Background: an optimization exercise with open tools, aiming at small area, a short achievable clock period and few clock cycles. Do not read the settings as production practice.
The RTL was checked by simulation tests, not by an equivalence proof against the original design.
Power and IR drop assume default switching activity.

==> flow/design.v (excerpt) <==
module systolic_mm (
    input clk,
    input rst_n,
    input in_valid,
    input in_last,
    input [55:0] a_col,
    input [55:0] b_row,
    output reg out_valid,
    output reg [55:0] out_data
);
export LEC_CHECK = 0
export ABC_CLOCK_PERIOD_IN_PS = 3000
export CAP_MARGIN = 20
export CORE_MARGIN = 2
export CORE_UTILIZATION = 50
export CTS_CLUSTER_DIAMETER = 80
export CTS_CLUSTER_SIZE = 30
export SETUP_SLACK_MARGIN = 4.5
export SLEW_MARGIN = 20
export SYNTH_HIERARCHICAL = 1
export SYNTH_MINIMUM_KEEP_SIZE = 0
create_clock -name core_clock -period 7.5 [get_ports {clk}]
standard.sh (not shown) runs the stock make flow with config.mk's settings and CLKGATE_MAP_FILE= SYNTH_SCRIPT=/design/flow/synth_recipe.tcl, a recipe that flattens the netlist after the stock synthesis.
==> flow/flow/run.sh <==
#!/bin/bash
set -euo pipefail
export BUFFER_PORTS_ARGS="-buffer_cell sky130_fd_sc_hd__buf_4"
bash standard.sh finish > standard_flow.log 2>&1
The starting point ran to the end with no violations.
Testbench counts at the start, summed over its fixed seeds: cycles 6,216.
Change:
CORE_UTILIZATION = 65   (was 50)
PLACE_DENSITY = 0.72   (was default)
SETUP_SLACK_MARGIN = 4.4   (was 4.5)
After rerunning: The changed run ran to the end with no violations; worst setup slack is worse by 0.14 ns; routed wire length came out lower by 9.9%; synthesized area is unchanged.

systolic_mm again, from the RTL that the note above started with.
## systolic_mm
module systolic_mm (
    input clk,
    input rst_n,
    input in_valid,
    input in_last,
    input [55:0] a_col,
    input [55:0] b_row,
    output reg out_valid,
    output reg [55:0] out_data
);
function [20:0] booth_enc;
    input [13:0] a;
    reg [13:0] s;
    reg [14:0] x;
    integer k;
    begin
        s = a[13] ? a + 14'd4095 : a;     
        x = {s, 1'b0};
        for (k = 0; k < 7; k = k + 1) begin
            booth_enc[k]      = x[2*k+2];                                    
            booth_enc[7 + k]  = x[2*k+1] ^ x[2*k];                           
            booth_enc[14 + k] = (x[2*k+2] & ~x[2*k+1] & ~x[2*k]) |
                                (~x[2*k+2] & x[2*k+1] & x[2*k]);             
        end
    end
endfunction
wire [55:0] a_in = in_valid ? a_col : 56'd0;
wire [20:0] e0_d0a, e1_d1a, e2_d2a, e3_d3a, e0_d0b, e1_d1b, e2_d2b, e3_d3b;
wire [20:0] enc0 = booth_enc(a_in[13:0]);
wire [20:0] enc1 = booth_enc(a1_d0);
wire [20:0] enc2 = booth_enc(a2_d1);
wire [20:0] enc3 = booth_enc(a3_d2);
flag_reg #(.W(21)) u_e0_d0a (.clk(clk), .d(enc0), .q(e0_d0a));
flag_reg #(.W(21)) u_e0_d0b (.clk(clk), .d(enc0), .q(e0_d0b));
flag_reg #(.W(21)) u_e1_d1a (.clk(clk), .d(enc1), .q(e1_d1a));
flag_reg #(.W(21)) u_e1_d1b (.clk(clk), .d(enc1), .q(e1_d1b));
flag_reg #(.W(21)) u_e2_d2a (.clk(clk), .d(enc2), .q(e2_d2a));
  ...
Settings: LEC_CHECK=0, ABC_CLOCK_PERIOD_IN_PS=3000, CAP_MARGIN=20, CORE_MARGIN=2, CORE_UTILIZATION=70, CTS_CLUSTER_DIAMETER=80, CTS_CLUSTER_SIZE=30, PLACE_DENSITY=0.78, SETUP_SLACK_MARGIN=4.45, SLEW_MARGIN=20, SYNTH_HIERARCHICAL=1, SYNTH_MINIMUM_KEEP_SIZE=0; clock period 7.5 ns.
Scripts as last shown in full above: flow/flow/run.sh
The starting point produced a clean layout.
Testbench counts at the start, summed over its fixed seeds: cycles 6,216.
Edit:
- CORE_UTILIZATION: 70 -> 55
- PLACE_DENSITY: 0.78 -> 0.64
Effect:
- setup slack is better by 0.038 ns
- global-route usage came out lower by 8.3 points
- clock-buffer cell count came out higher by 30
- core utilization came out lower by 15 points
- hold slack is worse by 0.012 ns
- final area came out higher by 1.2%
Edit:
- CORE_UTILIZATION: 55 -> 50
- CTS_CLUSTER_DIAMETER: 80 -> not set
- CTS_CLUSTER_SIZE: 30 -> not set
- PLACE_DENSITY: 0.64 -> not set
- SETUP_SLACK_MARGIN: 4.45 -> 4.25
Outcome:
- total power rises by about 1.3%
- routed wire length goes down by about 5.4%
- fmax shrinks by 5.6%
- synthesized area does not change
- clock-buffer cell count rose by 137
- global-route usage goes down by 3.3 points
Edit:
- CORE_UTILIZATION: 50 -> 60
- CTS_CLUSTER_DIAMETER: not set -> 80
- CTS_CLUSTER_SIZE: not set -> 30
- PLACE_DENSITY: not set -> 0.68
- SETUP_SLACK_MARGIN: 4.25 -> 4.35
Die area decreases by 17%. Cell area falls by 1.2%. Power is lower by 3.8%. Sequential power decreases by about 2%.

run 1:
systolic_mm again, from the RTL that the note above started with.
Settings: LEC_CHECK=0, ABC_CLOCK_PERIOD_IN_PS=3000, CAP_MARGIN=20, CORE_MARGIN=2, CORE_UTILIZATION=60, CTS_CLUSTER_DIAMETER=80, CTS_CLUSTER_SIZE=30, PLACE_DENSITY=0.68, SETUP_SLACK_MARGIN=4.4, SLEW_MARGIN=20, SYNTH_HIERARCHICAL=1, SYNTH_MINIMUM_KEEP_SIZE=0; clock period 7.5 ns.
Scripts as last shown in full above: flow/flow/run.sh
Testbench counts of run 1, summed over its fixed seeds: cycles 6,216.
Setup changes, run 1 to run 2
- PLACE_DENSITY: 0.68 -> 0.7
- SETUP_SLACK_MARGIN: 4.4 -> 4.42
- CORE_UTILIZATION: 60 -> 62
Notes after the runs:
Run comparison: run 2 end point of the critical path g_row[2].g_col[1].u_mac.acc_s[15]; run 1 end point of the critical path g_red[3].u_red.x_r[22]. Utilization up 2.7 points in run 2 wrt run 1. Of run 2 and run 1, run 1 shows the lower wire length, with run 2 above it. The met3 routing resource usage after global routing of run 2 is higher than that of run 1. Compared with run 1, run 2 shows a global-route usage that is 1.0 points higher.
Changes in run 3 relative to run 2:
- removing PLACE_DENSITY (formerly 0.7)
- changing CORE_UTILIZATION from 62 to 50
- changing SETUP_SLACK_MARGIN from 4.42 to 4.45
==> comparison <==
Against run 2, run 3 comes in 20 ps higher on required arrival time at the worst endpoint.
Number of global-route vias before repair: run 3 vs run 2 — no meaningful difference
Mean number of vias per cell, run 3 and run 2: higher on run 2
From run 2 to run 3 the numbers moved as follows: final period demand of the worst path rose 31 ps, number of max-capacitance violations reported held.
Against run 2, run 3 comes in about 1% lower on combinational power.
The higher utilization after layout of run 3 and run 2 is in run 2.
### run 3 -> run 4
- CORE_UTILIZATION: 50 -> 60
- PLACE_DENSITY: unset -> 0.68
Findings:
Run 4 finished every step from synthesis to the final layout, and the layout passed the timing, DRC and antenna checks. Run 4 vs run 3 — power dissipated by switching net loads climbed slightly. Run 3 → run 4: cell-internal power went down 0.65%, final non-filler cell total went down 650, number of buffers created by CTS went down about 7%, HPWL after detailed placement went down 0.44%, critical path depth went down 1. Cell area after synthesis: run 4 vs run 3 identical. Run 4 ended up with g_red[1].u_red.u_fin_sh.q[2] as its launching element of the worst setup path; run 3 ended up with g_red[0].u_red.u_fin_sl.q[0]. Run 4 vs. run 3: routability congestion estimate from global placement went up by 5.0%.

what the ideal ports hide:
The results above use ideal ports. As a check the final layouts listed here were re-extracted and re-timed, cells and wires unchanged. Step 1, drivers: a clkbuf_16 drives clk and a buf_2 each remaining input, both assumed. Step 2 also shifts input and output timing later by t, the mid clock arrival at the registers, as if the neighbouring blocks saw the same clock. Three values: ideal ports, drivers, drivers and shift; two values: the first two.
| run | t (ns) | setup slack, ns | worst setup path at the end | clock arrival spread, ns | pins driven straight from the clock port |
|---|---|---|---|---|---|
| the first run of note 1 | 0.974 | 4.386 / 4.386 / 4.106 | input to register | 0.087 / 0.086 | 1 |
| the second run of note 1 | 0.949 | 4.251 / 4.251 / 3.989 | input to register | 0.047 / 0.047 | 1 |
| the first run of note 2 | 0.945 | 4.348 / 4.348 / 3.961 | input to register | 0.063 / 0.063 | 1 |
| the second run of note 2 | 0.982 | 4.385 / 4.350 / 4.010 | input to register | 0.085 / 0.085 | 1 |
| the third run of note 2 | 1.014 | 4.201 / 4.201 / 3.876 | input to register | 0.088 / 0.088 | 1 |
| the fourth run of note 2 | 0.964 | 4.365 / 4.365 / 3.820 | input to register | 0.052 / 0.052 | 1 |
| run 1 | 0.946 | 4.383 / 4.383 / 4.028 | input to register | 0.059 / 0.059 | 1 |
| run 2 | 0.949 | 4.400 / 4.400 / 3.970 | input to register | 0.062 / 0.062 | 1 |
| run 3 | 0.985 | 4.369 / 4.369 / 4.108 | input to register | 0.064 / 0.063 | 1 |
| run 4 | 0.921 | 4.430 / 4.430 / 3.969 | input to register | 0.047 / 0.048 | 1 |
After both steps setup and hold are still met in every run listed. The setup slack of the fourth run of note 2, which loses most, moves by 0.000 ns with the drivers and by -0.545 ns with both steps.
